This is an optimization exercise on Yosys and OpenROAD, whose aim is small area and a short achievable clock period, not a production implementation.
Function was checked by simulation only, so behaviour that the tests miss may differ from the original.

Setup of job 101:
Design cordic_stage, start of the top module:
module cordic_stage (clk, reset, X_i, Y_i, Z_i, X_O, Y_O, Z_O);
export LEC_CHECK = 0
export CAP_MARGIN = 20
export CORE_MARGIN = 2
export CORE_UTILIZATION = 40
export CTS_CLUSTER_DIAMETER = 100
export CTS_CLUSTER_SIZE = 22
export SETUP_SLACK_MARGIN = 1.0
export SLEW_MARGIN = 20
export SYNTH_HIERARCHICAL = 1
export SYNTH_MINIMUM_KEEP_SIZE = 0
create_clock -name core_clock -period 3.65 [get_ports {clk}]
run.sh (not shown) runs the stock make flow with config.mk's settings and CLKGATE_MAP_FILE= SYNTH_SCRIPT=/design/flow/synth_recipe.tcl, a recipe that flattens the netlist after the stock synthesis.
Job 101 completed end to end with timing, DRC and antenna clean.
### job 101 -> job 102
--- a/flow/config.mk
+++ b/flow/config.mk
@@ -9,6 +9,7 @@
 export CORE_MARGIN = 2
-export CORE_UTILIZATION = 40
+export CORE_UTILIZATION = 70
 export CTS_CLUSTER_DIAMETER = 100
 export CTS_CLUSTER_SIZE = 22
-export SETUP_SLACK_MARGIN = 1.0
+export PLACE_DENSITY = 0.85
+export SETUP_SLACK_MARGIN = 1.2
 export SLEW_MARGIN = 20
Findings:
- The uppermost layer routed comes out met4 in one run and met5 in the other, namely in job 102 and job 101 respectively.
- The timing startpoint of the critical path comes out vs[64]$_DFF_P_ in one run and ws[68]$_DFF_P_ in the other, namely in job 102 and job 101 respectively.
- For buffer count excluding the clock tree in the final layout, dividing the value from job 102 by the value from job 101 gives 1.2.
- Diff job 101 -> job 102: clock skew shrank by 0.016 ns; number of cells on the critical path neither gained nor lost much.
Inputs modified between job 102 and job 103:
--- a/flow/config.mk
+++ b/flow/config.mk
@@ -9,7 +9,6 @@
 export CORE_MARGIN = 2
-export CORE_UTILIZATION = 70
+export CORE_UTILIZATION = 40
 export CTS_CLUSTER_DIAMETER = 100
 export CTS_CLUSTER_SIZE = 22
-export PLACE_DENSITY = 0.85
-export SETUP_SLACK_MARGIN = 1.2
+export SETUP_SLACK_MARGIN = 1.6
 export SLEW_MARGIN = 20
--- outcome ---
- Compared with job 102, cell area in job 103 increased by more than 10%.
- Maximum frequency from static timing analysis in job 103 vs job 102: up 7.6%
- Compared with job 102, job 103 shows a higher total via count in the routed design.
- Job 103 ends up with a peak fanout along the critical path that is 1 lower than in job 102.
- Site row count, job 102 and job 103, lower one = job 102.
- Lower number of tap instances was reported by job 102, not job 103.
> inputs changed (job 103 -> job 104)
--- a/flow/config.mk
+++ b/flow/config.mk
@@ -12,3 +12,3 @@
 export CTS_CLUSTER_SIZE = 22
-export SETUP_SLACK_MARGIN = 1.6
+export SETUP_SLACK_MARGIN = 1.4
 export SLEW_MARGIN = 20
Results
Job 104 reports a higher final worst clock skew than job 103 does.
Summary of job 104 over job 103: final period utilization closely matched the old numbers.
The setup slack of job 104 is smaller than that of job 103.
After detailed routing, job 103 needs more wire than job 104.
Comparing job 104 against job 103, there is no change at all in I/O pin total.
Across both runs, clock distribution area overhead in the final layout was higher for job 104 than for job 103.
What job 105 does differently from job 104 at the input level:
--- a/flow/config.mk
+++ b/flow/config.mk
@@ -9,6 +9,7 @@
 export CORE_MARGIN = 2
-export CORE_UTILIZATION = 40
+export CORE_UTILIZATION = 55
 export CTS_CLUSTER_DIAMETER = 100
 export CTS_CLUSTER_SIZE = 22
-export SETUP_SLACK_MARGIN = 1.4
+export PLACE_DENSITY = 0.7
+export SETUP_SLACK_MARGIN = 1.2
 export SLEW_MARGIN = 20
--- outcome ---
- As far as final number of hold-violating endpoints goes, job 104 and job 105 are indistinguishable; the numbers are identical.

---

## ember
cordic_stage again, from the RTL that the note above started with.
make LEC_CHECK=0 CAP_MARGIN=20 CORE_MARGIN=2 CORE_UTILIZATION=40 CTS_CLUSTER_DIAMETER=100 CTS_CLUSTER_SIZE=26 SETUP_SLACK_MARGIN=1.2 SLEW_MARGIN=20 SYNTH_HIERARCHICAL=1 SYNTH_MINIMUM_KEEP_SIZE=0 finish   # period 3.65 ns
Input-level comparison between onyx and ember:
- CTS_CLUSTER_SIZE: 26 -> 22
- SYNTH_MINIMUM_KEEP_SIZE: 0 -> unset
- SYNTH_HIERARCHICAL: 1 -> unset
- SETUP_SLACK_MARGIN: 1.2 -> 1.0
Notes after the runs:
- Looking only at met2 capacity usage during global routing, and setting everything else aside, the lower value of onyx and ember goes to onyx.
- Note that the non-clock buffer count recorded for onyx amounts to 1.3 times the value seen in ember.
- Compared with ember, onyx ends up with less cell area.
- Looking at slowest cell on the critical path, the a221o_2 result is from ember; the dfxtp_4 one comes from onyx.
- onyx and ember ended up with nearly the same hold slack.
- From ember to onyx the numbers moved as follows: post-route non-filler standard cell count fell about 6%; slew at the pin closest to its max-slew limit about even.
- The number of well taps number comes out lower for onyx vs ember.
- onyx was carried through to the last stage, and its layout satisfied the timing, DRC and antenna checks.
Input-level comparison between amber and onyx:
- swapping 1.0 for 1.2 in SETUP_SLACK_MARGIN
- putting SYNTH_MINIMUM_KEEP_SIZE at 0 where nothing was set
- putting GPL_ROUTABILITY_DRIVEN at 0 where nothing was set
- putting SYNTH_HIERARCHICAL at 1 where nothing was set
--- outcome ---
Looking at start point of the critical path, the ws[68] result is from amber; the vs[0] one comes from onyx. amber and onyx ended up with nearly the same transition at the pin with the smallest max-transition slack. | worst hold slack | onyx vs amber | ≈ equal |. Row met2 layer wire length in the routed design: amber higher / onyx lower. From onyx to amber the numbers moved as follows: number of gates resized after CTS moved down, non-clock buffer count moved down. Looking at uppermost layer routed, the met5 result is from amber; the met4 one comes from onyx. amber ends up with a multi-input gate share of total cell area that is 2.5 points higher than in onyx. [compare] base=onyx new=amber: number of vias in the routed layout has increased, TritonCTS buffer count picked up an extra 2.7%, layout clock buffer count now sits lower, routed wire length went up 5.5%.
[inputs] quartz vs amber
- SYNTH_MINIMUM_KEEP_SIZE: 0 -> unset
- GPL_ROUTABILITY_DRIVEN: 0 -> unset
- SYNTH_HIERARCHICAL: 1 -> unset
--- outcome ---
Going from amber to quartz, the synthesis-to-finish area growth was found to have gone up by 9.5 points.
Delta (quartz minus amber): register share of the cell area roughly the same, least setup slack across all paths after layout lower, delay contributed by the slowest stage of the critical path higher, total placed cells including tap cells lower.
The critical path depth in quartz was higher than what amber gave.

---

Starting RTL as in the previous note.
clock: 3.65 ns
lec_check: 0
cap_margin: 20
core_margin: 2
core_utilization: 40
cts_cluster_diameter: 100
cts_cluster_size: 22
setup_slack_margin: 1.1
slew_margin: 20
synth_hierarchical: 1
synth_minimum_keep_size: 0
Rerun with:
Settings changed: SETUP_SLACK_MARGIN 1.1 to 1.2.
Outcome: Clock skew drops by 0.013 ns; routed wire length hardly moves; critical path depth stays the same; count of clock-buffer cells in the layout drops by 3.

==> port drivers added, routing unchanged <==
Ports are ideal in the flow. The routed layouts listed here were re-timed in OpenROAD.
Step 1: set_driving_cell puts a clkbuf_16 on clk and a buf_2 on each other input, an assumption about the parent block.
Step 2 moves the port delays by t, midway between the first and last clock arrival at a register: inputs arrive t later, outputs are due t later. That takes back most of the time a late clock gives input paths.
Slacks: no drivers / after step 1 / after step 2; pairs: no drivers / after step 1.
| run | shift t [ns] | slack for setup (ns) | worst setup path at the end |
|---|---|---|---|
| job 101 | 0.644 | 1.082 / 1.082 / 1.082 | register to register |
| job 102 | 0.631 | 1.096 / 1.096 / 1.096 | register to register |
| job 103 | 0.659 | 1.276 / 1.276 / 1.276 | register to register |
| job 104 | 0.649 | 1.272 / 1.272 / 1.272 | register to register |
| job 105 | 0.645 | 1.237 / 1.237 / 1.237 | register to register |
| ember | 0.704 | 1.239 / 1.239 / 1.239 | register to register |
| onyx | 0.632 | 1.038 / 1.038 / 1.038 | register to register |
| amber | 0.655 | 1.266 / 1.266 / 1.266 | register to register |
| quartz | 0.639 | 1.028 / 1.028 / 1.028 | register to register |
| the first run of note 3 | 0.645 | 1.158 / 1.158 / 1.158 | register to register |
| the second run of note 3 | 0.655 | 1.266 / 1.266 / 1.266 | register to register |
After both steps setup and hold are still met in every run listed.
